This design comes from an exercise in tuning for small area and a short achievable clock period on the open sky130 flow, not from production work. In this exercise RTL edits were held to simulation tests only and were not proved equivalent to the original.

**flow/design.v**
```verilog
module rca #(parameter W = 8) (
	input  logic [W-1:0] a, b,
	input  logic         ci,
	output logic [W-1:0] s,
	output logic         co
);
	logic [W:0] c;
	assign c[0] = ci;
	genvar i;
	generate
		for (i = 0; i < W; i = i + 1) begin : bit_
			assign s[i]   = a[i] ^ b[i] ^ c[i];
			assign c[i+1] = (a[i] & b[i]) | (c[i] & (a[i] ^ b[i]));
		end
	endgenerate
	assign co = c[W];
endmodule
module csa #(parameter W = 8) (
	input  logic [W-1:0] a, b, c,
	output logic [W-1:0] s, y
);
	assign s = a ^ b ^ c;
	assign y = (a & b) | (c & (a ^ b));
endmodule
module Triangle_wave (freq, clk, out, reset, stop, volume);
	input  logic        clk, reset, stop;
	input  logic [11:0] freq;
	input  logic [3:0]  volume;
	output logic [23:0] out;
	logic [14:0] v;       
	logic        h;
	logic [14:0] a;
	rca #(15) add_a (.a(v), .b({3'b000, freq}), .ci(1'b0), .s(a), .co());
	logic turn;
	assign turn = ~a[14] & a[13] & (a[12] | (a[11] & a[10] & a[9] & (a[8] | (a[7] & a[6] & a[5]))));
	logic [12:0] lc;
	assign lc[0] = ~a[0];
	genvar i;
	generate
		for (i = 0; i < 12; i = i + 1) begin : le_
			assign lc[i+1] = (freq[i] & ~a[i+1]) | (lc[i] & (freq[i] | ~a[i+1]));
		end
	endgenerate
	logic park;
	assign park = stop & ~a[14] & ~a[13] & lc[12];
	logic [8:0] an;
	rca #(9) add_t (.a(a[14:6]), .b({1'b0, turn, 3'b000, turn, 2'b00, turn}), .ci(1'b0), .s(an), .co());
	always_ff @(posedge clk) begin
		if (reset) begin
			v <= 15'b101_0001_0010_0000;    
			h <= 1'b0;
		end else if (park) begin
			v <= '0;
			h <= 1'b0;
		end else begin
			v <= {an, a[5:0]};
			h <= h ^ turn;
		end
	end
	logic [14:0] e, ef, nf;
	assign e  = v ^ {15{h}};
	assign ef = {~e[14], e[13:0]};
	assign nf = {e[14], ~e[13:0]};
	logic [21:0] q;
	logic mq_w1, mq_w2, mq_w3, mq_w4, mq_w5, mq_w6, mq_w7, mq_w8, mq_w9, mq_w10, mq_w11, mq_w12;
	logic mq_w13, mq_w14, mq_w15, mq_w16, mq_w17, mq_w18, mq_w19, mq_w20, mq_w21, mq_w22, mq_w23, mq_w24;
	logic mq_w25, mq_w26, mq_w27, mq_w28, mq_w29, mq_w30, mq_w31, mq_w32, mq_w33, mq_w34, mq_w35, mq_w36;
	logic mq_w37, mq_w38, mq_w39, mq_w40, mq_w41, mq_w42, mq_w43, mq_w44, mq_w45, mq_w46, mq_w47, mq_w48;
	logic mq_w49, mq_w50, mq_w51, mq_w52, mq_w53, mq_w54, mq_w55, mq_w56, mq_w57, mq_w58, mq_w59, mq_w60;
	logic mq_w61, mq_w62, mq_w63, mq_w64, mq_w65, mq_w66, mq_w67, mq_w68, mq_w69, mq_w70, mq_w71, mq_w72;
	logic mq_w73, mq_w74, mq_w75, mq_w76, mq_w77, mq_w78, mq_w79, mq_w80, mq_w81, mq_w82, mq_w83, mq_w84;
	logic mq_w85, mq_w86, mq_w87, mq_w88, mq_w89, mq_w90, mq_w91, mq_w92, mq_w93, mq_w94, mq_w95, mq_w96;
	logic mq_w97, mq_w98, mq_w99, mq_w100, mq_w101, mq_w102, mq_w103, mq_w104, mq_w105, mq_w106, mq_w107, mq_w108;
	logic mq_w109, mq_w110, mq_w111, mq_w112, mq_w113, mq_w114, mq_w115, mq_w116, mq_w117, mq_w118, mq_w119;
	assign mq_w1 = 1'b1 ^ nf[0] ^ h;
	assign mq_w2 = (1'b1 & nf[0]) | (h & (1'b1 ^ nf[0]));
	assign mq_w3 = nf[1] ^ h ^ mq_w2;
	assign mq_w4 = (nf[1] & h) | (mq_w2 & (nf[1] ^ h));
	assign mq_w5 = nf[2] ^ h ^ mq_w4;
	assign mq_w6 = (nf[2] & h) | (mq_w4 & (nf[2] ^ h));
	assign mq_w7 = ef[0] ^ nf[3] ^ mq_w6;
	assign mq_w8 = (ef[0] & nf[3]) | (mq_w6 & (ef[0] ^ nf[3]));
	assign mq_w9 = ef[0] ^ ef[1] ^ nf[4];
	assign mq_w10 = (ef[0] & ef[1]) | (nf[4] & (ef[0] ^ ef[1]));
	assign mq_w11 = h ^ mq_w9 ^ mq_w8;
	assign mq_w12 = (h & mq_w9) | (mq_w8 & (h ^ mq_w9));
	assign mq_w13 = ef[1] ^ ef[2] ^ nf[5];
	assign mq_w14 = (ef[1] & ef[2]) | (nf[5] & (ef[1] ^ ef[2]));
	assign mq_w15 = mq_w10 ^ mq_w13 ^ mq_w12;
	assign mq_w16 = (mq_w10 & mq_w13) | (mq_w12 & (mq_w10 ^ mq_w13));
	assign mq_w17 = 1'b1 ^ ef[0] ^ ef[2];
	assign mq_w18 = (1'b1 & ef[0]) | (ef[2] & (1'b1 ^ ef[0]));
	assign mq_w19 = ef[3] ^ nf[6] ^ h;
	assign mq_w20 = (ef[3] & nf[6]) | (h & (ef[3] ^ nf[6]));
	assign mq_w21 = mq_w14 ^ mq_w17 ^ mq_w19;
	assign mq_w22 = (mq_w14 & mq_w17) | (mq_w19 & (mq_w14 ^ mq_w17));
	assign mq_w23 = 1'b1 ^ ef[1] ^ ef[3];
	assign mq_w24 = (1'b1 & ef[1]) | (ef[3] & (1'b1 ^ ef[1]));
	assign mq_w25 = ef[4] ^ nf[7] ^ mq_w18;
	assign mq_w26 = (ef[4] & nf[7]) | (mq_w18 & (ef[4] ^ nf[7]));
	assign mq_w27 = mq_w20 ^ mq_w23 ^ mq_w22;
	assign mq_w28 = (mq_w20 & mq_w23) | (mq_w22 & (mq_w20 ^ mq_w23));
	assign mq_w29 = 1'b1 ^ ef[2] ^ ef[4];
	assign mq_w30 = (1'b1 & ef[2]) | (ef[4] & (1'b1 ^ ef[2]));
	assign mq_w31 = ef[5] ^ nf[8] ^ mq_w24;
	assign mq_w32 = (ef[5] & nf[8]) | (mq_w24 & (ef[5] ^ nf[8]));
	assign mq_w33 = mq_w29 ^ mq_w26 ^ mq_w31;
	assign mq_w34 = (mq_w29 & mq_w26) | (mq_w31 & (mq_w29 ^ mq_w26));
	assign mq_w35 = ef[3] ^ ef[5] ^ ef[6];
	assign mq_w36 = (ef[3] & ef[5]) | (ef[6] & (ef[3] ^ ef[5]));
	assign mq_w37 = nf[9] ^ mq_w30 ^ mq_w35;
	assign mq_w38 = (nf[9] & mq_w30) | (mq_w35 & (nf[9] ^ mq_w30));
	assign mq_w39 = mq_w32 ^ mq_w37 ^ mq_w34;
	assign mq_w40 = (mq_w32 & mq_w37) | (mq_w34 & (mq_w32 ^ mq_w37));
	assign mq_w41 = 1'b1 ^ ef[4] ^ ef[6];
	assign mq_w42 = (1'b1 & ef[4]) | (ef[6] & (1'b1 ^ ef[4]));
	assign mq_w43 = ef[7] ^ nf[10] ^ mq_w36;
	assign mq_w44 = (ef[7] & nf[10]) | (mq_w36 & (ef[7] ^ nf[10]));
	assign mq_w45 = mq_w41 ^ mq_w38 ^ mq_w43;
	assign mq_w46 = (mq_w41 & mq_w38) | (mq_w43 & (mq_w41 ^ mq_w38));
	assign mq_w47 = ef[5] ^ ef[7] ^ ef[8];
	assign mq_w48 = (ef[5] & ef[7]) | (ef[8] & (ef[5] ^ ef[7]));
	assign mq_w49 = nf[11] ^ mq_w42 ^ mq_w47;
	assign mq_w50 = (nf[11] & mq_w42) | (mq_w47 & (nf[11] ^ mq_w42));
	assign mq_w51 = mq_w44 ^ mq_w49 ^ mq_w46;
	assign mq_w52 = (mq_w44 & mq_w49) | (mq_w46 & (mq_w44 ^ mq_w49));
	assign mq_w53 = 1'b1 ^ ef[6] ^ ef[8];
	assign mq_w54 = (1'b1 & ef[6]) | (ef[8] & (1'b1 ^ ef[6]));
	assign mq_w55 = ef[9] ^ nf[12] ^ mq_w48;
	assign mq_w56 = (ef[9] & nf[12]) | (mq_w48 & (ef[9] ^ nf[12]));
	assign mq_w57 = mq_w53 ^ mq_w50 ^ mq_w55;
	assign mq_w58 = (mq_w53 & mq_w50) | (mq_w55 & (mq_w53 ^ mq_w50));
	assign mq_w59 = ef[7] ^ ef[9] ^ ef[10];
	assign mq_w60 = (ef[7] & ef[9]) | (ef[10] & (ef[7] ^ ef[9]));
	assign mq_w61 = nf[13] ^ mq_w54 ^ mq_w59;
	assign mq_w62 = (nf[13] & mq_w54) | (mq_w59 & (nf[13] ^ mq_w54));
	assign mq_w63 = mq_w56 ^ mq_w61 ^ mq_w58;
	assign mq_w64 = (mq_w56 & mq_w61) | (mq_w58 & (mq_w56 ^ mq_w61));
	assign mq_w65 = 1'b1 ^ ef[8] ^ ef[10];
	assign mq_w66 = (1'b1 & ef[8]) | (ef[10] & (1'b1 ^ ef[8]));
	assign mq_w67 = ef[11] ^ nf[14] ^ mq_w60;
	assign mq_w68 = (ef[11] & nf[14]) | (mq_w60 & (ef[11] ^ nf[14]));
	assign mq_w69 = mq_w65 ^ mq_w62 ^ mq_w67;
	assign mq_w70 = (mq_w65 & mq_w62) | (mq_w67 & (mq_w65 ^ mq_w62));
	assign mq_w71 = 1'b1 ^ ef[9] ^ ef[11];
	assign mq_w72 = (1'b1 & ef[9]) | (ef[11] & (1'b1 ^ ef[9]));
	assign mq_w73 = ef[12] ^ mq_w66 ^ mq_w71;
	assign mq_w74 = (ef[12] & mq_w66) | (mq_w71 & (ef[12] ^ mq_w66));
	assign mq_w75 = mq_w68 ^ mq_w73 ^ mq_w70;
	assign mq_w76 = (mq_w68 & mq_w73) | (mq_w70 & (mq_w68 ^ mq_w73));
	assign mq_w77 = 1'b1 ^ ef[10] ^ ef[12];
	assign mq_w78 = (1'b1 & ef[10]) | (ef[12] & (1'b1 ^ ef[10]));
	assign mq_w79 = ef[13] ^ mq_w72 ^ mq_w77;
	assign mq_w80 = (ef[13] & mq_w72) | (mq_w77 & (ef[13] ^ mq_w72));
	assign mq_w81 = mq_w74 ^ mq_w79 ^ mq_w76;
	assign mq_w82 = (mq_w74 & mq_w79) | (mq_w76 & (mq_w74 ^ mq_w79));
	assign mq_w83 = ef[11] ^ ef[13] ^ ef[14];
	assign mq_w84 = (ef[11] & ef[13]) | (ef[14] & (ef[11] ^ ef[13]));
	assign mq_w85 = mq_w78 ^ mq_w83 ^ mq_w80;
	assign mq_w86 = (mq_w78 & mq_w83) | (mq_w80 & (mq_w78 ^ mq_w83));
	assign mq_w87 = ef[12] ^ ef[14] ^ mq_w84;
	assign mq_w88 = (ef[12] & ef[14]) | (mq_w84 & (ef[12] ^ ef[14]));
	assign mq_w89 = mq_w16 ^ mq_w21;
	assign mq_w90 = mq_w16 & mq_w21;
	assign mq_w91 = mq_w25 ^ mq_w27 ^ mq_w90;
	assign mq_w92 = (mq_w25 & mq_w27) | (mq_w90 & (mq_w25 ^ mq_w27));
	assign mq_w93 = mq_w28 ^ mq_w33 ^ mq_w92;
	assign mq_w94 = (mq_w28 & mq_w33) | (mq_w92 & (mq_w28 ^ mq_w33));
	assign mq_w95 = mq_w39 ^ mq_w94;
	assign mq_w96 = mq_w39 & mq_w94;
	assign mq_w97 = mq_w40 ^ mq_w45 ^ mq_w96;
	assign mq_w98 = (mq_w40 & mq_w45) | (mq_w96 & (mq_w40 ^ mq_w45));
	assign mq_w99 = mq_w51 ^ mq_w98;
	assign mq_w100 = mq_w51 & mq_w98;
	assign mq_w101 = mq_w52 ^ mq_w57 ^ mq_w100;
	assign mq_w102 = (mq_w52 & mq_w57) | (mq_w100 & (mq_w52 ^ mq_w57));
	assign mq_w103 = mq_w63 ^ mq_w102;
	assign mq_w104 = mq_w63 & mq_w102;
	assign mq_w105 = mq_w64 ^ mq_w69 ^ mq_w104;
	assign mq_w106 = (mq_w64 & mq_w69) | (mq_w104 & (mq_w64 ^ mq_w69));
	assign mq_w107 = mq_w75 ^ mq_w106;
	assign mq_w108 = mq_w75 & mq_w106;
	assign mq_w109 = mq_w81 ^ mq_w108;
	assign mq_w110 = mq_w81 & mq_w108;
	assign mq_w111 = mq_w82 ^ mq_w85 ^ mq_w110;
	assign mq_w112 = (mq_w82 & mq_w85) | (mq_w110 & (mq_w82 ^ mq_w85));
	assign mq_w113 = mq_w86 ^ mq_w87 ^ mq_w112;
	assign mq_w114 = (mq_w86 & mq_w87) | (mq_w112 & (mq_w86 ^ mq_w87));
	assign mq_w115 = ef[13] ^ mq_w88 ^ mq_w114;
	assign mq_w116 = (ef[13] & mq_w88) | (mq_w114 & (ef[13] ^ mq_w88));
	assign mq_w117 = ef[14] ^ 1'b1 ^ mq_w116;
	assign mq_w118 = (ef[14] & 1'b1) | (mq_w116 & (ef[14] ^ 1'b1));
	assign mq_w119 = 1'b1 ^ mq_w118;
	assign q = {mq_w119, mq_w117, mq_w115, mq_w113, mq_w111, mq_w109, mq_w107, mq_w105, mq_w103, mq_w101, mq_w99, mq_w97, mq_w95, mq_w93, mq_w91, mq_w89, mq_w15, mq_w11, mq_w7, mq_w5, mq_w3, mq_w1};
	logic [31:0] s;
	assign s = {{8{q[21]}}, q, 2'b00};
	assign out = s >> volume;
endmodule
module synth (reset, freqs, play, clk, out, volume);
	input  logic        reset, clk;
	input  logic [5:0]  play;
	input  logic [71:0] freqs;
	input  logic [23:0] volume;
	output logic [23:0] out;
	logic [5:0][23:0] w;
	genvar n;
	generate
		for (n = 0; n < 6; n = n + 1) begin : all_notes
			Triangle_wave tr_note (.freq(freqs[12*n +: 12]), .clk(clk), .out(w[n]), .reset(reset),
				.stop(~play[n]), .volume(volume[4*n +: 4]));
		end
	endgenerate
	logic [5:0][22:0] wm;
	logic [5:0]       wn;
	generate
		for (n = 0; n < 6; n = n + 1) begin : mask
			if (n < 5) begin : m
				assign wm[n] = w[n][22:0] & {23{play[n]}};
				assign wn[n] = ~(w[n][23] & play[n]);
			end else begin : m
				assign wm[n] = w[n][22:0];
				assign wn[n] = ~w[n][23];
			end
		end
	endgenerate
	logic [26:0] S, SA, SB;
	logic ms_w1, ms_w2, ms_w3, ms_w4, ms_w5, ms_w6, ms_w7, ms_w8, ms_w9, ms_w10, ms_w11, ms_w12;
	logic ms_w13, ms_w14, ms_w15, ms_w16, ms_w17, ms_w18, ms_w19, ms_w20, ms_w21, ms_w22, ms_w23, ms_w24;
	logic ms_w25, ms_w26, ms_w27, ms_w28, ms_w29, ms_w30, ms_w31, ms_w32, ms_w33, ms_w34, ms_w35, ms_w36;
	logic ms_w37, ms_w38, ms_w39, ms_w40, ms_w41, ms_w42, ms_w43, ms_w44, ms_w45, ms_w46, ms_w47, ms_w48;
	logic ms_w49, ms_w50, ms_w51, ms_w52, ms_w53, ms_w54, ms_w55, ms_w56, ms_w57, ms_w58, ms_w59, ms_w60;
	logic ms_w61, ms_w62, ms_w63, ms_w64, ms_w65, ms_w66, ms_w67, ms_w68, ms_w69, ms_w70, ms_w71, ms_w72;
	logic ms_w73, ms_w74, ms_w75, ms_w76, ms_w77, ms_w78, ms_w79, ms_w80, ms_w81, ms_w82, ms_w83, ms_w84;
	logic ms_w85, ms_w86, ms_w87, ms_w88, ms_w89, ms_w90, ms_w91, ms_w92, ms_w93, ms_w94, ms_w95, ms_w96;
	logic ms_w97, ms_w98, ms_w99, ms_w100, ms_w101, ms_w102, ms_w103, ms_w104, ms_w105, ms_w106, ms_w107, ms_w108;
	logic ms_w109, ms_w110, ms_w111, ms_w112, ms_w113, ms_w114, ms_w115, ms_w116, ms_w117, ms_w118, ms_w119, ms_w120;
	logic ms_w121, ms_w122, ms_w123, ms_w124, ms_w125, ms_w126, ms_w127, ms_w128, ms_w129, ms_w130, ms_w131, ms_w132;
	logic ms_w133, ms_w134, ms_w135, ms_w136, ms_w137, ms_w138, ms_w139, ms_w140, ms_w141, ms_w142, ms_w143, ms_w144;
	logic ms_w145, ms_w146, ms_w147, ms_w148, ms_w149, ms_w150, ms_w151, ms_w152, ms_w153, ms_w154, ms_w155, ms_w156;
	logic ms_w157, ms_w158, ms_w159, ms_w160, ms_w161, ms_w162, ms_w163, ms_w164, ms_w165, ms_w166, ms_w167, ms_w168;
	logic ms_w169, ms_w170, ms_w171, ms_w172, ms_w173, ms_w174, ms_w175, ms_w176, ms_w177, ms_w178, ms_w179, ms_w180;
	logic ms_w181, ms_w182, ms_w183, ms_w184, ms_w185, ms_w186, ms_w187, ms_w188, ms_w189, ms_w190;
	assign ms_w1 = wm[0][0] ^ wm[1][0] ^ wm[2][0];
	assign ms_w2 = (wm[0][0] & wm[1][0]) | (wm[2][0] & (wm[0][0] ^ wm[1][0]));
	assign ms_w3 = wm[3][0] ^ wm[4][0] ^ wm[5][0];
	assign ms_w4 = (wm[3][0] & wm[4][0]) | (wm[5][0] & (wm[3][0] ^ wm[4][0]));
	assign ms_w5 = wm[0][1] ^ wm[1][1] ^ wm[2][1];
	assign ms_w6 = (wm[0][1] & wm[1][1]) | (wm[2][1] & (wm[0][1] ^ wm[1][1]));
	assign ms_w7 = wm[3][1] ^ wm[4][1] ^ wm[5][1];
	assign ms_w8 = (wm[3][1] & wm[4][1]) | (wm[5][1] & (wm[3][1] ^ wm[4][1]));
	assign ms_w9 = ms_w2 ^ ms_w4 ^ ms_w5;
	assign ms_w10 = (ms_w2 & ms_w4) | (ms_w5 & (ms_w2 ^ ms_w4));
	assign ms_w11 = wm[0][2] ^ wm[1][2] ^ wm[2][2];
	assign ms_w12 = (wm[0][2] & wm[1][2]) | (wm[2][2] & (wm[0][2] ^ wm[1][2]));
	assign ms_w13 = wm[3][2] ^ wm[4][2] ^ wm[5][2];
	assign ms_w14 = (wm[3][2] & wm[4][2]) | (wm[5][2] & (wm[3][2] ^ wm[4][2]));
	assign ms_w15 = ms_w6 ^ ms_w8 ^ ms_w11;
	assign ms_w16 = (ms_w6 & ms_w8) | (ms_w11 & (ms_w6 ^ ms_w8));
	assign ms_w17 = ms_w13 ^ ms_w10 ^ ms_w15;
	assign ms_w18 = (ms_w13 & ms_w10) | (ms_w15 & (ms_w13 ^ ms_w10));
	assign ms_w19 = wm[0][3] ^ wm[1][3] ^ wm[2][3];
	assign ms_w20 = (wm[0][3] & wm[1][3]) | (wm[2][3] & (wm[0][3] ^ wm[1][3]));
	assign ms_w21 = wm[3][3] ^ wm[4][3] ^ wm[5][3];
	assign ms_w22 = (wm[3][3] & wm[4][3]) | (wm[5][3] & (wm[3][3] ^ wm[4][3]));
	assign ms_w23 = ms_w12 ^ ms_w14 ^ ms_w19;
	assign ms_w24 = (ms_w12 & ms_w14) | (ms_w19 & (ms_w12 ^ ms_w14));
	assign ms_w25 = ms_w21 ^ ms_w16 ^ ms_w23;
	assign ms_w26 = (ms_w21 & ms_w16) | (ms_w23 & (ms_w21 ^ ms_w16));
	assign ms_w27 = wm[0][4] ^ wm[1][4] ^ wm[2][4];
	assign ms_w28 = (wm[0][4] & wm[1][4]) | (wm[2][4] & (wm[0][4] ^ wm[1][4]));
	assign ms_w29 = wm[3][4] ^ wm[4][4] ^ wm[5][4];
	assign ms_w30 = (wm[3][4] & wm[4][4]) | (wm[5][4] & (wm[3][4] ^ wm[4][4]));
	assign ms_w31 = ms_w20 ^ ms_w22 ^ ms_w27;
	assign ms_w32 = (ms_w20 & ms_w22) | (ms_w27 & (ms_w20 ^ ms_w22));
	assign ms_w33 = ms_w29 ^ ms_w24 ^ ms_w31;
	assign ms_w34 = (ms_w29 & ms_w24) | (ms_w31 & (ms_w29 ^ ms_w24));
	assign ms_w35 = wm[0][5] ^ wm[1][5] ^ wm[2][5];
	assign ms_w36 = (wm[0][5] & wm[1][5]) | (wm[2][5] & (wm[0][5] ^ wm[1][5]));
	assign ms_w37 = wm[3][5] ^ wm[4][5] ^ wm[5][5];
	assign ms_w38 = (wm[3][5] & wm[4][5]) | (wm[5][5] & (wm[3][5] ^ wm[4][5]));
	assign ms_w39 = ms_w28 ^ ms_w30 ^ ms_w35;
	assign ms_w40 = (ms_w28 & ms_w30) | (ms_w35 & (ms_w28 ^ ms_w30));
	assign ms_w41 = ms_w37 ^ ms_w32 ^ ms_w39;
	assign ms_w42 = (ms_w37 & ms_w32) | (ms_w39 & (ms_w37 ^ ms_w32));
	assign ms_w43 = wm[0][6] ^ wm[1][6] ^ wm[2][6];
	assign ms_w44 = (wm[0][6] & wm[1][6]) | (wm[2][6] & (wm[0][6] ^ wm[1][6]));
	assign ms_w45 = wm[3][6] ^ wm[4][6] ^ wm[5][6];
	assign ms_w46 = (wm[3][6] & wm[4][6]) | (wm[5][6] & (wm[3][6] ^ wm[4][6]));
	assign ms_w47 = ms_w36 ^ ms_w38 ^ ms_w43;
	assign ms_w48 = (ms_w36 & ms_w38) | (ms_w43 & (ms_w36 ^ ms_w38));
	assign ms_w49 = ms_w45 ^ ms_w40 ^ ms_w47;
	assign ms_w50 = (ms_w45 & ms_w40) | (ms_w47 & (ms_w45 ^ ms_w40));
	assign ms_w51 = wm[0][7] ^ wm[1][7] ^ wm[2][7];
	assign ms_w52 = (wm[0][7] & wm[1][7]) | (wm[2][7] & (wm[0][7] ^ wm[1][7]));
	assign ms_w53 = wm[3][7] ^ wm[4][7] ^ wm[5][7];
	assign ms_w54 = (wm[3][7] & wm[4][7]) | (wm[5][7] & (wm[3][7] ^ wm[4][7]));
	assign ms_w55 = ms_w44 ^ ms_w46 ^ ms_w51;
	assign ms_w56 = (ms_w44 & ms_w46) | (ms_w51 & (ms_w44 ^ ms_w46));
	assign ms_w57 = ms_w53 ^ ms_w48 ^ ms_w55;
	assign ms_w58 = (ms_w53 & ms_w48) | (ms_w55 & (ms_w53 ^ ms_w48));
	assign ms_w59 = wm[0][8] ^ wm[1][8] ^ wm[2][8];
	assign ms_w60 = (wm[0][8] & wm[1][8]) | (wm[2][8] & (wm[0][8] ^ wm[1][8]));
	assign ms_w61 = wm[3][8] ^ wm[4][8] ^ wm[5][8];
	assign ms_w62 = (wm[3][8] & wm[4][8]) | (wm[5][8] & (wm[3][8] ^ wm[4][8]));
	assign ms_w63 = ms_w52 ^ ms_w54 ^ ms_w59;
	assign ms_w64 = (ms_w52 & ms_w54) | (ms_w59 & (ms_w52 ^ ms_w54));
	assign ms_w65 = ms_w61 ^ ms_w56 ^ ms_w63;
	assign ms_w66 = (ms_w61 & ms_w56) | (ms_w63 & (ms_w61 ^ ms_w56));
	assign ms_w67 = wm[0][9] ^ wm[1][9] ^ wm[2][9];
	assign ms_w68 = (wm[0][9] & wm[1][9]) | (wm[2][9] & (wm[0][9] ^ wm[1][9]));
	assign ms_w69 = wm[3][9] ^ wm[4][9] ^ wm[5][9];
	assign ms_w70 = (wm[3][9] & wm[4][9]) | (wm[5][9] & (wm[3][9] ^ wm[4][9]));
	assign ms_w71 = ms_w60 ^ ms_w62 ^ ms_w67;
	assign ms_w72 = (ms_w60 & ms_w62) | (ms_w67 & (ms_w60 ^ ms_w62));
	assign ms_w73 = ms_w69 ^ ms_w64 ^ ms_w71;
	assign ms_w74 = (ms_w69 & ms_w64) | (ms_w71 & (ms_w69 ^ ms_w64));
	assign ms_w75 = wm[0][10] ^ wm[1][10] ^ wm[2][10];
	assign ms_w76 = (wm[0][10] & wm[1][10]) | (wm[2][10] & (wm[0][10] ^ wm[1][10]));
	assign ms_w77 = wm[3][10] ^ wm[4][10] ^ wm[5][10];
	assign ms_w78 = (wm[3][10] & wm[4][10]) | (wm[5][10] & (wm[3][10] ^ wm[4][10]));
	assign ms_w79 = ms_w68 ^ ms_w70 ^ ms_w75;
	assign ms_w80 = (ms_w68 & ms_w70) | (ms_w75 & (ms_w68 ^ ms_w70));
	assign ms_w81 = ms_w77 ^ ms_w72 ^ ms_w79;
	assign ms_w82 = (ms_w77 & ms_w72) | (ms_w79 & (ms_w77 ^ ms_w72));
	assign ms_w83 = wm[0][11] ^ wm[1][11] ^ wm[2][11];
	assign ms_w84 = (wm[0][11] & wm[1][11]) | (wm[2][11] & (wm[0][11] ^ wm[1][11]));
	assign ms_w85 = wm[3][11] ^ wm[4][11] ^ wm[5][11];
	assign ms_w86 = (wm[3][11] & wm[4][11]) | (wm[5][11] & (wm[3][11] ^ wm[4][11]));
	assign ms_w87 = ms_w76 ^ ms_w78 ^ ms_w83;
	assign ms_w88 = (ms_w76 & ms_w78) | (ms_w83 & (ms_w76 ^ ms_w78));
	assign ms_w89 = ms_w85 ^ ms_w80 ^ ms_w87;
	assign ms_w90 = (ms_w85 & ms_w80) | (ms_w87 & (ms_w85 ^ ms_w80));
	assign ms_w91 = wm[0][12] ^ wm[1][12] ^ wm[2][12];
	assign ms_w92 = (wm[0][12] & wm[1][12]) | (wm[2][12] & (wm[0][12] ^ wm[1][12]));
	assign ms_w93 = wm[3][12] ^ wm[4][12] ^ wm[5][12];
	assign ms_w94 = (wm[3][12] & wm[4][12]) | (wm[5][12] & (wm[3][12] ^ wm[4][12]));
	assign ms_w95 = ms_w84 ^ ms_w86 ^ ms_w91;
	assign ms_w96 = (ms_w84 & ms_w86) | (ms_w91 & (ms_w84 ^ ms_w86));
	assign ms_w97 = ms_w93 ^ ms_w88 ^ ms_w95;
	assign ms_w98 = (ms_w93 & ms_w88) | (ms_w95 & (ms_w93 ^ ms_w88));
	assign ms_w99 = wm[0][13] ^ wm[1][13] ^ wm[2][13];
	assign ms_w100 = (wm[0][13] & wm[1][13]) | (wm[2][13] & (wm[0][13] ^ wm[1][13]));
	assign ms_w101 = wm[3][13] ^ wm[4][13] ^ wm[5][13];
	assign ms_w102 = (wm[3][13] & wm[4][13]) | (wm[5][13] & (wm[3][13] ^ wm[4][13]));
	assign ms_w103 = ms_w92 ^ ms_w94 ^ ms_w99;
	assign ms_w104 = (ms_w92 & ms_w94) | (ms_w99 & (ms_w92 ^ ms_w94));
	assign ms_w105 = ms_w101 ^ ms_w96 ^ ms_w103;
	assign ms_w106 = (ms_w101 & ms_w96) | (ms_w103 & (ms_w101 ^ ms_w96));
	assign ms_w107 = wm[0][14] ^ wm[1][14] ^ wm[2][14];
	assign ms_w108 = (wm[0][14] & wm[1][14]) | (wm[2][14] & (wm[0][14] ^ wm[1][14]));
	assign ms_w109 = wm[3][14] ^ wm[4][14] ^ wm[5][14];
	assign ms_w110 = (wm[3][14] & wm[4][14]) | (wm[5][14] & (wm[3][14] ^ wm[4][14]));
	assign ms_w111 = ms_w100 ^ ms_w102 ^ ms_w107;
	assign ms_w112 = (ms_w100 & ms_w102) | (ms_w107 & (ms_w100 ^ ms_w102));
	assign ms_w113 = ms_w109 ^ ms_w104 ^ ms_w111;
	assign ms_w114 = (ms_w109 & ms_w104) | (ms_w111 & (ms_w109 ^ ms_w104));
	assign ms_w115 = wm[0][15] ^ wm[1][15] ^ wm[2][15];
	assign ms_w116 = (wm[0][15] & wm[1][15]) | (wm[2][15] & (wm[0][15] ^ wm[1][15]));
	assign ms_w117 = wm[3][15] ^ wm[4][15] ^ wm[5][15];
	assign ms_w118 = (wm[3][15] & wm[4][15]) | (wm[5][15] & (wm[3][15] ^ wm[4][15]));
	assign ms_w119 = ms_w108 ^ ms_w110 ^ ms_w115;
	assign ms_w120 = (ms_w108 & ms_w110) | (ms_w115 & (ms_w108 ^ ms_w110));
	assign ms_w121 = ms_w117 ^ ms_w112 ^ ms_w119;
	assign ms_w122 = (ms_w117 & ms_w112) | (ms_w119 & (ms_w117 ^ ms_w112));
	assign ms_w123 = wm[0][16] ^ wm[1][16] ^ wm[2][16];
	assign ms_w124 = (wm[0][16] & wm[1][16]) | (wm[2][16] & (wm[0][16] ^ wm[1][16]));
	assign ms_w125 = wm[3][16] ^ wm[4][16] ^ wm[5][16];
	assign ms_w126 = (wm[3][16] & wm[4][16]) | (wm[5][16] & (wm[3][16] ^ wm[4][16]));
	assign ms_w127 = ms_w116 ^ ms_w118 ^ ms_w123;
	assign ms_w128 = (ms_w116 & ms_w118) | (ms_w123 & (ms_w116 ^ ms_w118));
	assign ms_w129 = ms_w125 ^ ms_w120 ^ ms_w127;
	assign ms_w130 = (ms_w125 & ms_w120) | (ms_w127 & (ms_w125 ^ ms_w120));
	assign ms_w131 = wm[0][17] ^ wm[1][17] ^ wm[2][17];
	assign ms_w132 = (wm[0][17] & wm[1][17]) | (wm[2][17] & (wm[0][17] ^ wm[1][17]));
	assign ms_w133 = wm[3][17] ^ wm[4][17] ^ wm[5][17];
	assign ms_w134 = (wm[3][17] & wm[4][17]) | (wm[5][17] & (wm[3][17] ^ wm[4][17]));
	assign ms_w135 = ms_w124 ^ ms_w126 ^ ms_w131;
	assign ms_w136 = (ms_w124 & ms_w126) | (ms_w131 & (ms_w124 ^ ms_w126));
	assign ms_w137 = ms_w133 ^ ms_w128 ^ ms_w135;
	assign ms_w138 = (ms_w133 & ms_w128) | (ms_w135 & (ms_w133 ^ ms_w128));
	assign ms_w139 = wm[0][18] ^ wm[1][18] ^ wm[2][18];
	assign ms_w140 = (wm[0][18] & wm[1][18]) | (wm[2][18] & (wm[0][18] ^ wm[1][18]));
	assign ms_w141 = wm[3][18] ^ wm[4][18] ^ wm[5][18];
	assign ms_w142 = (wm[3][18] & wm[4][18]) | (wm[5][18] & (wm[3][18] ^ wm[4][18]));
	assign ms_w143 = ms_w132 ^ ms_w134 ^ ms_w139;
	assign ms_w144 = (ms_w132 & ms_w134) | (ms_w139 & (ms_w132 ^ ms_w134));
	assign ms_w145 = ms_w141 ^ ms_w136 ^ ms_w143;
	assign ms_w146 = (ms_w141 & ms_w136) | (ms_w143 & (ms_w141 ^ ms_w136));
	assign ms_w147 = wm[0][19] ^ wm[1][19] ^ wm[2][19];
	assign ms_w148 = (wm[0][19] & wm[1][19]) | (wm[2][19] & (wm[0][19] ^ wm[1][19]));
	assign ms_w149 = wm[3][19] ^ wm[4][19] ^ wm[5][19];
	assign ms_w150 = (wm[3][19] & wm[4][19]) | (wm[5][19] & (wm[3][19] ^ wm[4][19]));
	assign ms_w151 = ms_w140 ^ ms_w142 ^ ms_w147;
	assign ms_w152 = (ms_w140 & ms_w142) | (ms_w147 & (ms_w140 ^ ms_w142));
	assign ms_w153 = ms_w149 ^ ms_w144 ^ ms_w151;
	assign ms_w154 = (ms_w149 & ms_w144) | (ms_w151 & (ms_w149 ^ ms_w144));
	assign ms_w155 = wm[0][20] ^ wm[1][20] ^ wm[2][20];
	assign ms_w156 = (wm[0][20] & wm[1][20]) | (wm[2][20] & (wm[0][20] ^ wm[1][20]));
	assign ms_w157 = wm[3][20] ^ wm[4][20] ^ wm[5][20];
	assign ms_w158 = (wm[3][20] & wm[4][20]) | (wm[5][20] & (wm[3][20] ^ wm[4][20]));
	assign ms_w159 = ms_w148 ^ ms_w150 ^ ms_w155;
	assign ms_w160 = (ms_w148 & ms_w150) | (ms_w155 & (ms_w148 ^ ms_w150));
	assign ms_w161 = ms_w157 ^ ms_w152 ^ ms_w159;
	assign ms_w162 = (ms_w157 & ms_w152) | (ms_w159 & (ms_w157 ^ ms_w152));
	assign ms_w163 = wm[0][21] ^ wm[1][21] ^ wm[2][21];
	assign ms_w164 = (wm[0][21] & wm[1][21]) | (wm[2][21] & (wm[0][21] ^ wm[1][21]));
	assign ms_w165 = wm[3][21] ^ wm[4][21] ^ wm[5][21];
	assign ms_w166 = (wm[3][21] & wm[4][21]) | (wm[5][21] & (wm[3][21] ^ wm[4][21]));
	assign ms_w167 = ms_w156 ^ ms_w158 ^ ms_w163;
	assign ms_w168 = (ms_w156 & ms_w158) | (ms_w163 & (ms_w156 ^ ms_w158));
	assign ms_w169 = ms_w165 ^ ms_w160 ^ ms_w167;
	assign ms_w170 = (ms_w165 & ms_w160) | (ms_w167 & (ms_w165 ^ ms_w160));
	assign ms_w171 = wm[0][22] ^ wm[1][22] ^ wm[2][22];
	assign ms_w172 = (wm[0][22] & wm[1][22]) | (wm[2][22] & (wm[0][22] ^ wm[1][22]));
	assign ms_w173 = wm[3][22] ^ wm[4][22] ^ wm[5][22];
	assign ms_w174 = (wm[3][22] & wm[4][22]) | (wm[5][22] & (wm[3][22] ^ wm[4][22]));
	assign ms_w175 = ms_w164 ^ ms_w166 ^ ms_w171;
	assign ms_w176 = (ms_w164 & ms_w166) | (ms_w171 & (ms_w164 ^ ms_w166));
	assign ms_w177 = ms_w173 ^ ms_w168 ^ ms_w175;
	assign ms_w178 = (ms_w173 & ms_w168) | (ms_w175 & (ms_w173 ^ ms_w168));
	assign ms_w179 = wn[0] ^ wn[1] ^ wn[2];
	assign ms_w180 = (wn[0] & wn[1]) | (wn[2] & (wn[0] ^ wn[1]));
	assign ms_w181 = wn[3] ^ wn[4] ^ wn[5];
	assign ms_w182 = (wn[3] & wn[4]) | (wn[5] & (wn[3] ^ wn[4]));
	assign ms_w183 = ms_w172 ^ ms_w174 ^ ms_w179;
	assign ms_w184 = (ms_w172 & ms_w174) | (ms_w179 & (ms_w172 ^ ms_w174));
	assign ms_w185 = ms_w181 ^ ms_w176 ^ ms_w183;
	assign ms_w186 = (ms_w181 & ms_w176) | (ms_w183 & (ms_w181 ^ ms_w176));
	assign ms_w187 = 1'b1 ^ ms_w180 ^ ms_w182;
	assign ms_w188 = (1'b1 & ms_w180) | (ms_w182 & (1'b1 ^ ms_w180));
	assign ms_w189 = ms_w184 ^ ms_w187 ^ ms_w186;
	assign ms_w190 = (ms_w184 & ms_w187) | (ms_w186 & (ms_w184 ^ ms_w187));
	assign SA = {1'b1, ms_w188, ms_w189, ms_w178, ms_w170, ms_w162, ms_w154, ms_w146, ms_w138, ms_w130, ms_w122, ms_w114, ms_w106, ms_w98, ms_w90, ms_w82, ms_w74, ms_w66, ms_w58, ms_w50, ms_w42, ms_w34, ms_w26, ms_w18, ms_w17, ms_w7, ms_w1};
	assign SB = {1'b0, ms_w190, 1'b0, ms_w185, ms_w177, ms_w169, ms_w161, ms_w153, ms_w145, ms_w137, ms_w129, ms_w121, ms_w113, ms_w105, ms_w97, ms_w89, ms_w81, ms_w73, ms_w65, ms_w57, ms_w49, ms_w41, ms_w33, ms_w25, 1'b0, ms_w9, ms_w3};
	assign S = SA + SB;
	logic [2:0] cnt;
	assign cnt = play[0] + play[1] + play[2] + play[3] + play[4];
	logic m3, m5;
	logic [1:0] k;
	always_comb begin
		m3 = 0; m5 = 0; k = 0;
		case (cnt)
			3'd1: k = 1;
			3'd2: m3 = 1;
			3'd3: k = 2;
			3'd4: m5 = 1;
			3'd5: begin m3 = 1; k = 1; end
			default: ;
		endcase
	end
	logic [25:0] Q3, Q5;
	logic [2:0]  R3 [27];
	logic [4:0]  R5 [27];
	assign R3[26] = S[26] ? 3'b100 : 3'b001;
	assign R5[26] = S[26] ? 5'b10000 : 5'b00001;
	generate
		for (n = 25; n >= 0; n = n - 1) begin : div
			logic b;
			logic [2:0] p3;
			logic [4:0] p5;
			assign b  = S[n];
			assign p3 = R3[n+1];
			assign p5 = R5[n+1];
			assign Q3[n] = p3[2] | (p3[1] & b);
			assign R3[n] = b ? {p3[2], p3[0], p3[1]} : {p3[1], p3[2], p3[0]};
			assign Q5[n] = p5[4] | p5[3] | (p5[2] & b);
			assign R5[n] = b ? {p5[4], p5[1], p5[3], p5[0], p5[2]} : {p5[2], p5[4], p5[1], p5[3], p5[0]};
		end
	endgenerate
	logic [25:0] Q;
	logic        rnz;
	assign Q   = m5 ? Q5 : m3 ? Q3 : S[25:0];
	assign rnz = m5 ? ~R5[0][0] : m3 ? ~R3[0][0] : 1'b0;
	logic [23:0] Qs;
	logic        inexact;
	always_comb begin
		case (k)
			2'd1: begin Qs = Q[24:1]; inexact = rnz | Q[0]; end
			2'd2: begin Qs = Q[25:2]; inexact = rnz | (Q[1:0] != 0); end
			default: begin Qs = Q[23:0]; inexact = rnz; end
		endcase
	end
	logic [23:0] ones;
	assign ones[0] = S[26] & inexact;
	generate
		for (n = 1; n < 24; n = n + 1) begin : inc
			assign ones[n] = ones[0] & (&Qs[n-1:0]);
		end
	endgenerate
	assign out = Qs ^ ones;
endmodule
```
**flow/run.sh**
```bash
#!/bin/bash
# synth_recipe.tcl (not shown) runs the flow's synth.tcl, then flattens the netlist and writes it again
# the make line also repeats each setting of config.mk as NAME=value (left out here)
make -C /OpenROAD-flow-scripts/flow DESIGN_CONFIG=/design/flow/config.mk WORK_HOME=/design/flow/orfs CLKGATE_MAP_FILE= SYNTH_SCRIPT=/design/flow/synth_recipe.tcl finish
```
**flow/config.mk**
```make
export PLATFORM = sky130hd
export DESIGN_NAME = synth
export DESIGN_NICKNAME = synth
export VERILOG_FILES = /design/flow/design.v
export SDC_FILE = /design/flow/constraint.sdc
export NUM_CORES = 4
export LEC_CHECK = 0
export ABC_AREA = 1
export CAP_MARGIN = 20
export CORE_MARGIN = 2
export CORE_UTILIZATION = 40
export SLEW_MARGIN = 20
```
**flow/constraint.sdc**
```tcl
create_clock -name core_clock -period 120.0 [get_ports {clk}]
set_input_delay 24.0000 -clock core_clock [delete_from_list [all_inputs] [get_ports {clk}]]
set_output_delay 24.0000 -clock core_clock [all_outputs]
set_load 0.01 [all_outputs]
```
==> results of run 1 <==
layout make-up:
| cell class | count | area [sq um] |
|---|---|---|
| fill | 7828 | 42100 |
| multi-input combinational | 3221 | 24000 |
| inverter | 871 | 3270 |
| sequential | 96 | 1920 |
| timing repair buffer | 141 | 1380 |
| tap | 969 | 1210 |
| clock buffer | 11 | 243 |
| clock inverter | 5 | 86.3 |
| antenna | 1 | 2.50 |
Yosys cell counts (all sizes together):
master     n  area [sq um]
a211oi    14           105
nand4     54           365
o22ai     20           125
ha       187          2340
dfxtp     96          1920
or2       16           100
o21ai    424          2130
o21bai    13           101
fa       415          8310
nor3      11          76.3
a21oi     99           522
a221oi     4          35.0
buf       37           225
inv      851          3190
a22oi      5          37.5
o2111ai    2          17.5
mux2       1          11.3
and2       4          25.0
nor2     227           880
clkinv    20          75.1
o221ai    48           420
o311ai     2          17.5
a221o      2          20.0
clkbuf   131           526
a311oi     1          8.76
maj3       1          10.0
o211ai    35           263
a21o       3          22.5
a31oi     27           169
a22o       2          17.5
nand2    991          3820
mux2i     50           500
xor2      51           480
nand3    425          2230
xnor2     85           763
a31o       2          17.5
worst max-delay path, delay by kind of cell:
family | cells | cell delay (ps)
compound gates | 6 | 1530
fa+ha+maj | 5 | 2080
buf+inv | 8 | 2450
simple gates | 56 | 6290
flip-flops by register name, indices dropped and copies added, names as in the netlist:
name,cells
all_notes.tr_note.h,6
all_notes.tr_note.v,90
layer usage:
metal | part of all wire | up-vias
met5 | 0.0011 | -
met4 | 0.027 | 12
met3 | 0.045 | 98
met2 | 0.47 | 567
met1 | 0.46 | 12541
li1 | - | 13800
per-stage QoR:
| step | area, sq um | setup WS, ps | cells |
|---|---|---|---|
| 2_1_floorplan | 29900 | 63300 | 4356 |
| 3_3_place_gp | 31700 | 59830 | 5298 |
| 3_5_place_dp | 31700 | 59720 | 5298 |
| 4_1_cts | 32100 | 59710 | 5314 |
| 5_1_grt | 32100 | 58120 | 5314 |
| 6_report | 32100 | 59620 | 5315 |
cells in the final DEF, fill, tap and decap left out, types with 3 or more instances in the layout:
master           instances
o221ai_1                48
nor3_2                   3
and2_1                   4
inv_1                  841
a31oi_1                 27
a211oi_1                14
ha_1                   187
nand2_1                959
nand3_1                405
clkbuf_16                9
a21o_1                   3
nor2_1                 220
inv_2                   10
a221oi_1                 4
clkdlybuf4s50_1        127
o21ai_0                416
clkinv_1                20
nor3_1                   7
nand4_1                 51
dfxtp_1                 96
fa_1                   415
nor2_2                   5
nand2_2                 27
o22ai_1                 19
xnor2_1                 84
a21oi_1                 96
xor2_1                  48
o21bai_1                12
mux2i_1                 50
a22oi_1                  5
inv_6                    3
o21ai_1                  6
or2_2                   16
nand3_2                 20
buf_4                   14
o211ai_1                35
nand2_4                  5
cells by family after synthesis:
logic type               after synthesis  synth area share
buffers and inverters               1039             0.135
XOR/XNOR                             136            0.0416
AND/OR/NAND/NOR                     1728             0.251
multiplexers                          51            0.0171
AO/OA/AOI/OAI                        703             0.135
adder cells (fa/ha/maj)              603             0.357
flip-flops                            96            0.0643
worst paths after layout:
path                            slack [ps]  cells after the start                      start                         end
worst max-delay path                 59620                     75                  volume[0]                     out[18]
worst min-delay path                   600                      3     all_notes[4].tr_note.h      all_notes[4].tr_note.h
worst max register to register      113010                     28  all_notes[2].tr_note.v[0]  all_notes[2].tr_note.v[13]
worst min register to register         600                      3     all_notes[4].tr_note.h      all_notes[4].tr_note.h
==> impl_metrics.json, run 1 <==
{
  "yosysWarnings": 4,
  "yosysSeqAreaShare": 0.0643,
  "cts-hold-fix-buffers": 0,
  "cpMostUsedCell": "nand2_1",
  "rsz0062_at_grt": "false",
  "boundaryPins": 128,
  "fin_crit_ps": 60380,
  "cts_sinks": 96,
  "tns_ps": 0,
  "utilization": 0.432,
  "antenna_found_initial": 7,
  "worstPathRequired_ps": 96000,
  "drtAntennaViolNets": 0,
  "drv_slew": 0,
  "grt_max_degree": 44,
  "synthToLayoutAreaGrowth_pct": 7.30,
  "slew_headroom": 0.305,
  "hold_viol": 0,
  "root_buffer": "clkbuf_16",
  "die_w_um": 277,
  "htreeDepth": 3,
  "grt_pass1_wl_um": 130000,
  "fin_crit_sh": 0.503,
  "syn_avg_cell_area_sq_um": 6.86,
  "drt-wirelength-per-cell_um": 14.4,
  "max_stage_delay_ps": 1060,
  "core_area_sq_um": 74200,
  "cts.clk_slew.worst_paths_ps": 80,
  "yosysUniqueCellTypes": 58,
  "synth_seq_cells": 96,
  "hpwl_um": 65600,
  "die_y_um": 277,
  "drtIter0Drc": 1925,
  "grt_use_met2": 0.345,
  "netlist_area_sq_um": 29900,
  "critPathKind": "primary input to output port",
  "crit_slowest_cell": "clkdlybuf4s50_1",
  "drv_cap": 0,
  "synth_nets": 5062,
  "vias": 27018,
  "cts_tree": "done",
  "critPathLaunchType": "primary input",
  "grt_util_met1": 0.274,
  "initial_core_util": 0.403,
  "finalWirelength_um": 76300,
  "hold_slack_ps": 603,
  "cts_setup_buffers": 0,
  "cts_resized": 0,
  "end_kind": "output port",
  "grt_busiest_layer": "met2",
  "crit_fanout": 28,
  "hp-class": "flop to flop",
  "grt_usage": 0.204,
  "status": "timing/DRC/antenna clean",
  "via_per_inst": 5.08,
  "fmax_mhz": 16.6,
  "placementRows": 100,
  "netlist_instances": 4356,
  "finClkSkew_ps": 10.3,
  "nets": 5046,
  "drive_above_1_share": 0.0311,
  "cts_inserted_buffers": 9,
  "firstDrtPassIters": 6,
  "grtUsageMet3": 0.0240,
  "worst_slew_pin_slew_ps": 1040,
  "remaining_drc_errors": 0,
  "routabilityCongestion": 0.954,
  "setup_viol": 0,
  "overflow": 0,
  "die_area_sq_um": 76900,
  "portBuffers": 127,
  "clockBufferDepth": 2,
  "clk_latency_ps": 390,
  "grt_pass1_vias": 26354,
  "critical_path_arrival_ps": 36380
}
==> run 2: changes to the inputs <==
--- a/flow/config.mk
+++ b/flow/config.mk
@@ -8,5 +8,5 @@
 export ABC_AREA = 1
 export CAP_MARGIN = 20
 export CORE_MARGIN = 2
-export CORE_UTILIZATION = 40
+export CORE_UTILIZATION = 65
 export SLEW_MARGIN = 20
==> run 2 against run 1 <==
Still clean. Flip-flop and latch count unchanged. Final area down 1.5%. Sequential share of layout area up 0.094 points. Count of clock-buffer cells in the layout down 1.
==> impl_metrics.json, run 2 <==
{
  "worstHoldStart": "all_notes[4].tr_note.h",
  "r2r-start": "all_notes[3].tr_note.v[0]",
  "synth_nets": 5062,
  "yosysTopAreaCell": "fa_1",
  "yosysSeqAreaShare": 0.0643,
  "antenna_found_initial": 2,
  "drv_slew": 0,
  "yosysUniqueCellTypes": 58,
  "crit_slowest_cell": "clkdlybuf4s50_1",
  "crit_fanout": 32,
  "synth-main-ff-cell": "dfxtp_1",
  "netlist.area_leader.share": 0.278,
  "yosysWarnings": 4,
  "rrSetupSlack_ps": 112940,
  "layout_setup_ws_ps": 59690,
  "cts-hold-fix-buffers": 0,
  "fin_crit_ps": 60310,
  "final_cell_area_sq_um": 31600,
  "ys_top_cells_by_area": "fa_1 (28%), nand2_1 (12%), inv_1 (11%)",
  "finClkSkew_ps": 18.4,
  "vias": 27717,
  "drtAntennaViolNets": 0,
  "critPathLaunchType": "primary input",
  "fin_crit_sh": 0.503,
  "boundaryPins": 128,
  "utilization": 0.696,
  "netlist_instances": 4356,
  "synth_edf_count": 0,
  "synthToLayoutAreaGrowth_pct": 5.64,
  "cts_inserted_buffers": 9,
  "worstPathRequired_ps": 96000,
  "via_per_inst": 5.60,
  "grt_usage": 0.329,
  "largest-register": "all_notes.tr_note.v",
  "syn_avg_cell_area_sq_um": 6.86,
  "htreeDepth": 3,
  "drv_cap": 0,
  "drtIter0Drc": 2075,
  "end_kind": "output port",
  "routabilityCongestion": 0.977,
  "core_area_sq_um": 45400,
  "worstHoldEndpoint": "all_notes[4].tr_note.h",
  "overflow": 0,
  "finalWirelength_um": 75600,
  "final_cell_mix": "nand2_1 (959), inv_1 (841), o21ai_0 (416)",
  "synthArstFlopShare": 0,
  "root_buffer": "clkbuf_16",
  "grt_pass1_vias": 26368,
  "grt_max_degree": 44,
  "cts_setup_buffers": 0,
  "rsz0062_at_grt": "false",
  "drt-wirelength-per-cell_um": 15.3,
  "dp_slack_ps": 59900,
  "firstDrtPassIters": 6,
  "critical_path_arrival_ps": 36310,
  "reg2regPathDepth": 28,
  "reg2reg_to": "all_notes[3].tr_note.v[13]",
  "cpMostUsedCell": "nand3_1",
  "placed_area_sq_um": 31300,
  "nets": 5048,
  "placementRows": 78,
  "clockBufferDepth": 2,
  "portBuffers": 127,
  "dp.cells": 4931,
  "die_w_um": 218,
  "cts_tree": "done",
  "netlist_area_sq_um": 29900,
  "reg.largest.list": "all_notes.tr_note.v (90), all_notes.tr_note.h (6)",
  "clk_latency_ps": 410,
  "die_y_um": 218,
  "initial_core_util": 0.658,
  "slew_headroom": 0.293,
  "drive_above_1_share": 0.0315,
  "hold_depth": 3,
  "setup_viol": 0,
  "synthTopCellsByCount": "nand2_1 (959), inv_1 (841), o21ai_0 (416)",
  "tns_ps": 0,
  "hold_viol": 0,
  "grt_pass1_wl_um": 127000,
  "critPathKind": "primary input to output port",
  "hpwl_um": 64300,
  "layout_commonest_cell": "nand2_1",
  "synth_most_common_cell": "nand2_1",
  "status": "timing/DRC/antenna clean",
  "die_area_sq_um": 47700,
  "nFillCells": 4077,
  "cts_resized": 0,
  "synth_seq_cells": 96,
  "cts.clk_slew.worst_paths_ps": 70,
  "fmax_mhz": 16.6,
  "cts_sinks": 96,
  "remaining_drc_errors": 0,
  "max_stage_delay_ps": 1140,
  "largest_reg_flops": 90,
  "hp-class": "flop to flop",
  "worst_slew_pin_slew_ps": 1060,
  "fin_cells": 4948
}
run 2: cell counts after synthesis:
Identical to the previous run, type by type.
run 2: kinds of logic (layout without fill, tap and decap cells):
family                     Yosys count  count (layout)  synth area share
xor gates and xnor gates           136             136            0.0416
adders and majority gates          603             603             0.357
other                                0               1                 0
buffers and inverters             1039            1030             0.135
muxes                               51              51            0.0171
and+or+nand+nor                   1728            1728             0.251
DFF                                 96              96            0.0643
AOI/OAI and AO/OA                  703             703             0.135
run 2: area by class of cell:
class / instances / area, sq um / share of cell area
flip-flops and latches: 96 / 1920 / 0.0609
clock buffers: 10 / 229 / 0.00725
well taps: 600 / 751 / 0.0238
multi-input cells: 3221 / 24000 / 0.759
repair buffers: 143 / 1390 / 0.0441
clock inverters: 6 / 51.3 / 0.00163
inverters: 871 / 3270 / 0.104
diodes: 1 / 2.50 / 0.0000793
run 2: critical path: cells and delay by family:
kind	cells	cell delay [ps]
AO/OA/AOI/OAI	7	1500
buffers and inverters	8	2470
adder cells (fa/ha/maj)	5	2150
AND/OR/NAND/NOR	40	5870
XOR/XNOR	1	310
run 2: how the worst max path moves through the flow:
stage / end / slack (ps) / from
after floorplan: out[1] / 63300 / volume[0]
after global placement: out[21] / 60030 / volume[4]
after detailed placement: out[20] / 59900 / volume[4]
after CTS: out[20] / 59860 / volume[4]
after global routing: out[22] / 58350 / volume[4]
final: out[18] / 59690 / volume[4]
run 2: layer usage:
metal  wire length, um  up-vias  GRT usage  part of all wire
met4              2120        2      0.102             0.028
li1                  -    13803          -                 -
met2             35800      764      0.554              0.47
met3              4130      117     0.0416             0.055
met5                13        -          0           0.00017
met1             33600    13031      0.441              0.44
run 2: stage by stage:
step | hold slack (ps)
finish | 610
global route | 639
CTS | 603
detailed placement | 592
global placement | 573
floorplan | 601
==> run 3: changes to the inputs <==
==> flow/flow/run.sh (new file) <==
#!/bin/bash
# The standard layout, with plain buffers (buf_2) on the ports instead of the
# default delay-cell buffers; everything else is the standard.sh.
set -euo pipefail
export BUFFER_PORTS_ARGS="-buffer_cell sky130_fd_sc_hd__buf_2"
bash standard.sh > standard.log 2>&1
==> flow/standard.sh (new file) <==
#!/bin/bash
# synth_recipe.tcl (not shown) runs the flow's synth.tcl, then flattens the netlist and writes it again
# the make line also repeats each setting of config.mk as NAME=value (left out here)
make -C /OpenROAD-flow-scripts/flow DESIGN_CONFIG=/design/flow/config.mk WORK_HOME=/design/flow/orfs CLKGATE_MAP_FILE= SYNTH_SCRIPT=/design/flow/synth_recipe.tcl "${@:-finish}"
removed: flow/run.sh
==> run 3 against run 2 <==
Setup slack improved by 1200 ps. Critical endpoint is now out[19]. Die area stayed put. Global-route usage down 0.27 points. Flip-flop and latch count stayed put. Via count decreased by 0.78%. Worst hold slack gained 49 ps. Count of clock-buffer cells in the layout stayed put. Non-clock buffer count down 3. Still clean. Critical path depth up 1. Area after synthesis did not move.
==> impl_metrics.json, run 3 <==
{
  "max_stage_delay_ps": 620,
  "drive_above_1_share": 0.0603,
  "yosysSeqAreaShare": 0.0643,
  "cts-hold-fix-buffers": 0,
  "synth-main-ff-cell": "dfxtp_1",
  "cts.clk_slew.worst_paths_ps": 90,
  "startpoint": "volume[4]",
  "die_y_um": 218,
  "final-seq-area_sq_um": 1920,
  "die_area_sq_um": 47700,
  "yosysTopAreaCell": "fa_1",
  "syn_avg_cell_area_sq_um": 6.86,
  "finClkSkew_ps": 10.3,
  "synth_nets": 5062,
  "fin_cells": 4945,
  "placementRows": 78,
  "remaining_drc_errors": 0,
  "drtAntennaViolNets": 0,
  "slew_headroom": 0.317,
  "dp.cells": 4928,
  "cts_tree": "done",
  "drv_cap": 0,
  "firstDrtPassIters": 6,
  "portBuffers": 127,
  "yosysWarnings": 4,
  "critical_path_arrival_ps": 35140,
  "clk_latency_ps": 410,
  "synth_most_common_cell": "nand2_1",
  "drt-wirelength-per-cell_um": 15.1,
  "grt_pass1_wl_um": 127000,
  "via_per_inst": 5.56,
  "initial_core_util": 0.658,
  "hpwl_um": 63400,
  "cts_setup_buffers": 0,
  "drv_slew": 0,
  "finalWirelength_um": 74600,
  "placed_area_sq_um": 30600,
  "clockBufferDepth": 2,
  "utilization": 0.682,
  "nFillCells": 4266,
  "crit_fanout": 32,
  "critPathLaunchType": "primary input",
  "largest_reg_flops": 90,
  "crit_buf_inv": 7,
  "cts_resized": 0,
  "grt_pass1_vias": 26154,
  "fmax_mhz": 16.9,
  "hold_slack_ps": 659,
  "nets": 5045,
  "endpoint": "out[19]",
  "overflow": 0,
  "netlist_area_sq_um": 29900,
  "boundaryPins": 128,
  "synthTopCellsByCount": "nand2_1 (959), inv_1 (841), o21ai_0 (416)",
  "hp-class": "flop to flop",
  "fin_crit_sh": 0.493,
  "largest-register": "all_notes.tr_note.v",
  "root_buffer": "clkbuf_16",
  "final_cell_area_sq_um": 30900,
  "multiInputGateArea_sq_um": 24000,
  "reg2regPathDepth": 28,
  "end_kind": "output port",
  "critPathKind": "primary input to output port",
  "cts_inserted_buffers": 9,
  "core_area_sq_um": 45400,
  "fin_crit_ps": 59140,
  "setup_viol": 0,
  "worst_slew_pin_slew_ps": 1020,
  "vias": 27501,
  "grt_usage": 0.326,
  "final_cell_mix": "nand2_1 (959), inv_1 (841), o21ai_0 (416)",
  "synthToLayoutAreaGrowth_pct": 3.51,
  "cpMostUsedCell": "nand3_1",
  "ys_top_cells_by_area": "fa_1 (28%), nand2_1 (12%), inv_1 (11%)",
  "tns_ps": 0,
  "antenna_found_initial": 2,
  "critPathTopFamily": "simple AND/OR/NAND/NOR gates",
  "netlist.area_leader.share": 0.278,
  "reg.largest.list": "all_notes.tr_note.v (90), all_notes.tr_note.h (6)",
  "crit_slowest_cell": "nor2_1",
  "die_w_um": 218,
  "yosysUniqueCellTypes": 58,
  "drtIter0Drc": 2013,
  "r2r-start": "all_notes[3].tr_note.v[0]",
  "status": "timing/DRC/antenna clean",
  "netlist_instances": 4356,
  "cts_sinks": 96,
  "synth_edf_count": 0,
  "worstPathRequired_ps": 96000,
  "synth_seq_cells": 96,
  "cp_num_cells": 62,
  "rrSetupSlack_ps": 112930,
  "synthArstFlopShare": 0,
  "reg2reg_to": "all_notes[3].tr_note.v[13]",
  "grt_max_degree": 44,
  "routabilityCongestion": 0.998,
  "hold_viol": 0,
  "dp_slack_ps": 61150,
  "layout_commonest_cell": "nand2_1",
  "rsz0062_at_grt": "false",
  "htreeDepth": 3,
  "layout_setup_ws_ps": 60860
}
run 3: changes by cell type in the layout (fill, tap and decap cells not counted), sizes merged:
cell and delta:
inv +1, clkinv +2, buf +124, clkdlybuf4s50 -127
clkinvlp -3
run 3: kinds of logic after synthesis:
logic type / count (synthesis) / synth area share
mux: 51 / 0.0171
compound gates: 703 / 0.135
xor+xnor: 136 / 0.0416
flops: 96 / 0.0643
buf+inv: 1039 / 0.135
simple gates: 1728 / 0.251
fa+ha+maj: 603 / 0.357
run 3: layer usage:
| layer | share of wire | global-route usage |
|---|---|---|
| met1 | 0.45 | 0.449 |
| met2 | 0.47 | 0.547 |
| met3 | 0.054 | 0.0390 |
| met4 | 0.022 | 0.0814 |
| met5 | 0.00029 | 0 |
run 3: final cells by class:
class                      instances  area share
clock buffer                      10     0.00773
tap                              600      0.0243
multi-input combinational       3221       0.774
timing repair buffer             140      0.0237
antenna                            1   0.0000809
sequential                        96      0.0621
clock inverter                     6     0.00202
inverter                         871       0.106
run 3: worst min-delay path, stage by stage (launching register included):
cell and delay [ps]:
dfxtp_1 380, ha_1 140, inv_1 30, nor2_1 80
run 3: how the worst min path moves through the flow:
| stage | from | depth (start not counted) | end |
|---|---|---|---|
| after floorplan | all_notes[0].tr_note.v[0] | 3 | all_notes[0].tr_note.v[0] |
| after global placement | all_notes[3].tr_note.v[0] | 3 | all_notes[3].tr_note.v[0] |
| after detailed placement | all_notes[3].tr_note.v[0] | 3 | all_notes[3].tr_note.v[0] |
| after CTS | all_notes[3].tr_note.v[0] | 3 | all_notes[3].tr_note.v[0] |
| after global routing | all_notes[5].tr_note.v[0] | 3 | all_notes[5].tr_note.v[0] |
| final | all_notes[3].tr_note.v[0] | 3 | all_notes[3].tr_note.v[0] |
==> run 4: changes to the inputs <==
==> flow/flow/run.sh (replaced) <==
#!/bin/bash
# The standard layout, with plain buffers (buf_2) on the ports instead of the
# default delay-cell buffers, and timing repair aiming for 66 ns of setup slack
# (a 54 ns period) instead of 0; everything else is the standard.sh.
set -euo pipefail
export BUFFER_PORTS_ARGS="-buffer_cell sky130_fd_sc_hd__buf_2"
export SETUP_SLACK_MARGIN=66
bash standard.sh > standard.log 2>&1
==> run 4 against run 3 <==
Synthesized cell count unchanged. Largest cell class unchanged. Core utilization is 9.2 points higher. Still clean on timing, DRC and antenna. Global-route usage up 2.0 points. Final area is 14% higher. Critical endpoint is now out[6]. Routed wire length up 11%.
==> impl_metrics.json, run 4 <==
{
  "antenna_found_initial": 2,
  "rsz0062_at_grt": "true",
  "critPathKind": "primary input to output port",
  "synth_seq_cells": 96,
  "grt_busiest_layer": "met2",
  "ys_top_cells_by_area": "fa_1 (28%), nand2_1 (12%), inv_1 (11%)",
  "drive_above_1_share": 0.200,
  "status": "timing/DRC/antenna clean",
  "vias": 29123,
  "yosysWarnings": 4,
  "slew_headroom": 0.144,
  "layout_commonest_cell": "nand2_1",
  "synthToLayoutAreaGrowth_pct": 17.5,
  "yosysUniqueCellTypes": 58,
  "worstPathRequired_ps": 96000,
  "yosysTopAreaCell": "fa_1",
  "grt_pass1_vias": 27901,
  "nets": 5157,
  "nFillCells": 3441,
  "drt-wirelength-per-cell_um": 16.4,
  "boundaryPins": 128,
  "crit_fanout": 8,
  "initial_core_util": 0.658,
  "cts_sinks": 96,
  "core_area_sq_um": 45400,
  "reg.largest.list": "all_notes.tr_note.v (90), all_notes.tr_note.h (6)",
  "clk_latency_ps": 390,
  "via_per_inst": 5.76,
  "setup_viol": 0,
  "syn_avg_cell_area_sq_um": 6.86,
  "finalWirelength_um": 83000,
  "max_stage_delay_ps": 600,
  "grt_util_met1": 0.454,
  "grt_pass1_wl_um": 134000,
  "netlist_area_sq_um": 29900,
  "synthTopCellsByCount": "nand2_1 (959), inv_1 (841), o21ai_0 (416)",
  "remaining_drc_errors": 0,
  "dp_slack_ps": 61550,
  "hold_slack_ps": 609,
  "die_y_um": 218,
  "placementRows": 78,
  "tns_ps": 0,
  "grt_usage": 0.346,
  "fmax_mhz": 17.4,
  "netlist_instances": 4356,
  "largest-register": "all_notes.tr_note.v",
  "muxShareOfSynthArea": 0.0171,
  "layout_setup_ws_ps": 62390,
  "drv_slew": 0,
  "synth-simple-area-share": 0.251,
  "synth-main-ff-cell": "dfxtp_1",
  "overflow": 0,
  "root_buffer": "clkbuf_16",
  "cts_tree": "done",
  "synth_most_common_cell": "nand2_1",
  "hpwl_um": 64300,
  "drtIter0Drc": 2543,
  "htreeDepth": 3,
  "final_cell_area_sq_um": 35100,
  "hp-class": "flop to flop",
  "critPathLaunchType": "primary input",
  "end_kind": "output port",
  "crit_buf_inv": 10,
  "cts.clk_slew.worst_paths_ps": 80,
  "hold_viol": 0,
  "cpMostUsedCell": "nand2_2",
  "synthArstFlopShare": 0,
  "fin_crit_ps": 57610,
  "critical_path_arrival_ps": 33610,
  "grt_use_met2": 0.580,
  "clockBufferDepth": 2,
  "synth_edf_count": 0,
  "routabilityCongestion": 1.02,
  "yosysSeqAreaShare": 0.0643,
  "synth-adder-area-share": 0.357,
  "portBuffers": 127,
  "cts_inserted_buffers": 9,
  "drtAntennaViolNets": 0,
  "netlist.area_leader.share": 0.278,
  "synth-compound-area-share": 0.135,
  "largest_reg_flops": 90,
  "drv_cap": 0,
  "synth_nets": 5062,
  "worst_slew_pin_slew_ps": 1280,
  "rrSetupSlack_ps": 112940,
  "die_area_sq_um": 47700,
  "fin_crit_sh": 0.480,
  "crit_slowest_cell": "fa_2",
  "finClkSkew_ps": 8.32,
  "firstDrtPassIters": 6,
  "grt_max_degree": 44,
  "synthXorXnorAreaFrac": 0.0416,
  "final_cell_mix": "nand2_1 (818), inv_1 (816), fa_1 (409)",
  "diodes": 0,
  "placed_area_sq_um": 31400,
  "grtUsageMet3": 0.0548,
  "critPathTopFamily": "simple AND/OR/NAND/NOR gates",
  "die_w_um": 218,
  "synth_top_family_by_area": "adder cells"
}
==> run 4: cell counts after synthesis <==
No cell type changed its count.
==> run 4: worst reg2reg max path, delay by kind of cell (launching register included) <==
family | cells | cell delay (ps)
and+or+nand+nor | 2 | 290
xor gates and xnor gates | 1 | 130
DFF | 1 | 390
buffers and inverters | 4 | 320
adders and majority gates | 22 | 5860
==> run 4: kinds of logic after synthesis <==
group / count (synthesis)
compound gates: 703
xor+xnor: 136
fa+ha+maj: 603
buf+inv: 1039
flops: 96
mux: 51
simple gates: 1728
==> run 4: per-layer routing <==
layer	up-vias	share of wire
met5	-	0.00033
met4	4	0.037
met3	226	0.068
met2	1082	0.48
met1	13760	0.42
li1	14051	-
==> run 4: repair_timing <==
action	in CTS	in global routing
gates cloned	16	1
setup endpoints to repair	24	24
pin swaps	82	121
hold buffers	0	0
buffers inserted	69	23
resized for setup	344	284
==> run 4: final cells by class <==
class | count | area (sq um) | share of cell area
Multi-Input combinational cell | 3222 | 26800 | 0.762
Inverter | 871 | 3390 | 0.0964
Sequential cell | 96 | 1920 | 0.0547
Timing Repair Buffer | 239 | 1840 | 0.0524
Tap cell | 600 | 751 | 0.0214
Clock buffer | 9 | 225 | 0.00641
Clock inverter | 7 | 138 | 0.00392
Timing Repair inverter | 12 | 85.1 | 0.00242
==> run 4: path summary, 6_finish.rpt <==
| path | to | cells after the start | start |
|---|---|---|---|
| worst min register to register | all_notes[5].tr_note.h | 3 | all_notes[5].tr_note.h |
| worst max-delay path | out[6] | 80 | volume[4] |
| worst min-delay path | all_notes[5].tr_note.h | 3 | all_notes[5].tr_note.h |
| worst max register to register | all_notes[1].tr_note.v[13] | 29 | all_notes[1].tr_note.v[0] |
==> run 4: stage by stage <==
stage / cells / util
finish: 5056 / 0.774
global route: 5056 / 0.774
CTS: 5032 / 0.745
detailed placement: 4931 / 0.692
global placement: 4931 / 0.692
floorplan: 4356 / -

port drivers added, routing unchanged:
How much do the figures lean on ideal ports? The routed layouts below were timed once more, with nothing changed but the port constraints.
Step 1: set_driving_cell puts a clkbuf_16 on clk and a buf_2 on each other input, an assumption about the parent block.
Step 2 times the ports against the registers' clock, not the clock port: input delays grow and output delays shrink by t, the midpoint of the rising clock arrivals with the driver on.
Slacks: ideal / step 1 / step 2; pairs: ideal / step 1.
| run | t (ns) | slack for setup (ns) | hold WS [ns] |
|---|---|---|---|
| run 1 | 0.446 | 59.623 / 59.576 / 59.576 | 0.603 / 0.603 / 0.603 |
| run 2 | 0.458 | 59.695 / 59.660 / 59.660 | 0.610 / 0.610 / 0.610 |
| run 3 | 0.457 | 60.864 / 60.827 / 60.827 | 0.659 / 0.659 / 0.659 |
| run 4 | 0.449 | 62.390 / 62.198 / 62.198 | 0.609 / 0.609 / 0.609 |
After both steps every run listed still meets setup and hold. The setup slack of run 4, which loses most, moves by -0.192 ns with the drivers and by -0.192 ns with both steps.
